From an optimization exercise on the open Yosys and OpenROAD flow, aimed at small area; shortcuts taken in it are not production practice. Only simulation tests tie the RTL to the original design; equivalence was not proved.

Design Top, start of the top module:
module Top(
	input i_clk,
	input i_rst,
	input i_start,
	input [31:0] i_init,
	output [3:0] o_random_out,
	output o_idle
);
export LEC_CHECK = 0
export CAP_MARGIN = 20
export CORE_MARGIN = 2
export CORE_UTILIZATION = 40
export GPL_TIMING_DRIVEN = 0
export SLEW_MARGIN = 20
create_clock -name core_clock -period 12.0 [get_ports {i_clk}]
standard.sh (not shown) runs the stock make flow with config.mk's settings and CLKGATE_MAP_FILE= SYNTH_SCRIPT=/design/flow/synth_recipe.tcl, a recipe that flattens the netlist after the stock synthesis.
==> flow/flow/run.sh <==
#!/bin/bash
# Layout flow: the standard synthesis, then a netlist pass (flow/fixinv.py)
# that sets cells to their smallest drive strength and removes inverters
# around full adders (function unchanged, registers untouched), then the
# standard ORFS flow with minimum-size port buffers and a clock tree
# without dummy balancing loads.
set -euo pipefail
R=orfs/results/${FLOW_PLATFORM}/Top/base
LIB=${FLOW_HOME}/platforms/${FLOW_PLATFORM}/lib/sky130_fd_sc_hd__tt_025C_1v80.lib
bash standard.sh synth > synth_make.log 2>&1
python3 flow/fixinv.py "$R/1_2_yosys.v" "$R/1_2_yosys.fixinv.v" --downsize "$LIB" > fixinv.log 2>&1
cp "$R/1_2_yosys.v" "$R/1_2_yosys.orig.v"
cp "$R/1_2_yosys.fixinv.v" "$R/1_2_yosys.v"
rm -f "$R/1_synth.odb" "$R/1_synth.sdc"
export BUFFER_PORTS_ARGS="-buffer_cell sky130_fd_sc_hd__buf_1"
export CTS_ARGS="-sink_clustering_enable -repair_clock_nets -dont_use_dummy_load -buf_list sky130_fd_sc_hd__clkbuf_8"
bash standard.sh finish > layout_make.log 2>&1
Other scripts of this flow, unchanged in this note and not shown: flow/flow/fixinv.py
Rerun with:
--- a/flow/design.v
+++ b/flow/design.v
@@ -305,21 +305,22 @@
   assign prod = {ps245, ps243, ps241, ps239, ps237, ps235, ps233, ps231, ps229, ps227, ps225, ps223, ps221, ps219, ps217, ps215, ps213, ps211, ps209, ps207, ps89, ps85, ps81, ps77, ps73, ps69, ps65, y4_, y3_, y2_, y1_, y0_};
   assign prod_c = pc222;
   wire        ovr = corner & ~raw;
   wire [31:0] s_next = ovr ? ((a & s[0]) ? 32'd16807 : 32'd0) : prod;
   wire        c_next = prod_c & ~ovr;
   localparam [23:0] HM = {24{1'b1}} << M;
   localparam [23:0] MK = ~(24'd1 << M);
   wire        inc24 = c & (&(s[23:0] | ~HM));
   wire        low_ones = (&(s[23:0] | ~MK)) & (s[M] ^ c);
   wire        cy24 = inc24 | (a & low_ones);
-  wire [3:0]  num = corner ? 4'd0 : (s[27:24] + {3'd0, cy24});
+  wire [3:0]  ninc = {cy24 & s[24] & s[25] & s[26], cy24 & s[24] & s[25], cy24 & s[24], cy24};
+  wire [3:0]  num = corner ? 4'd0 : (s[27:24] ^ ninc);
   wire r0 = (r == 9'd0);
   wire rlast = (r == 9'd33);
   wire [8:0] r_step = {r[7:0], ~(r[8] ^ r[4])};
   logic hq;
   always_comb begin
     hq = 1'b0;
     if (q >= 6'd1 && q <= 6'd20) hq = 1'b1;
     if (q >= 6'd22 && q <= 6'd40 && !q[0]) hq = 1'b1;
     if (q == 6'd45 || q == 6'd50 || q == 6'd55 || q == 6'd60) hq = 1'b1;
   end
@@ -335,22 +336,21 @@
       idle <= 1'b1;
       show <= 4'd0;
     end else begin
       s <= s_next;
       c <= c_next;
       raw <= 1'b0;
       idle <= idle ? ~i_start : fin;
       if (sample) show <= num;
     end
   end
+  wire [5:0] qt;
+  assign qt[0] = rlast;
+  genvar gi;
+  generate for (gi = 1; gi < 6; gi = gi + 1) begin : g_qt
+    assign qt[gi] = qt[gi-1] & q[gi-1];
+  end endgenerate
   always_ff @(posedge i_clk) begin
-    if (clr) begin
-      r <= 9'd0;
-      q <= 6'd0;
-    end else if (rlast) begin
-      r <= 9'd0;
-      q <= q + 6'd1;
-    end else begin
-      r <= r_step;
-    end
+    r <= (clr | rlast) ? 9'd0 : r_step;
+    q <= clr ? 6'd0 : (q ^ qt);
   end
 endmodule
Result:
- final area went down by a few percent
- hold slack got worse by 17 ps
- register-to-register slack got worse by 310 ps
- via count went down by a few percent
- synthesized cell count went down by a few percent
- routed wire length went down by a few percent
- sequential share of layout area went up by 0.53 points
- area after synthesis went down by a few percent
- non-clock buffer count went down by 1
- maximum frequency went down by a few percent

separate check: timing with driven ports:
How much do the figures lean on ideal ports? The routed layouts below were timed once more, with nothing changed but the port constraints.
Step 1, drivers: a clkbuf_16 drives i_clk and a buf_2 each remaining input, both assumed.
Step 2 adds t to the input delays and takes it off the output delays; t is the mean of the earliest and latest rising clock arrival at the registers after step 1. Input paths then give back, and output paths get back, about the clock's delay inside the block.
Slacks: no drivers / after step 1 / after step 2; pairs: no drivers / after step 1.
| run | shift t [ns] | setup slack, ns | worst hold slack (ns) | worst data-port slew with drivers (ns) |
|---|---|---|---|---|
| the first run | 0.340 | 2.547 / 2.547 / 2.547 | 0.469 / 0.469 / 0.469 | 0.04 |
| the second run | 0.342 | 2.240 / 2.240 / 2.240 | 0.453 / 0.453 / 0.453 | 0.04 |
After both steps every run listed still meets setup and hold.
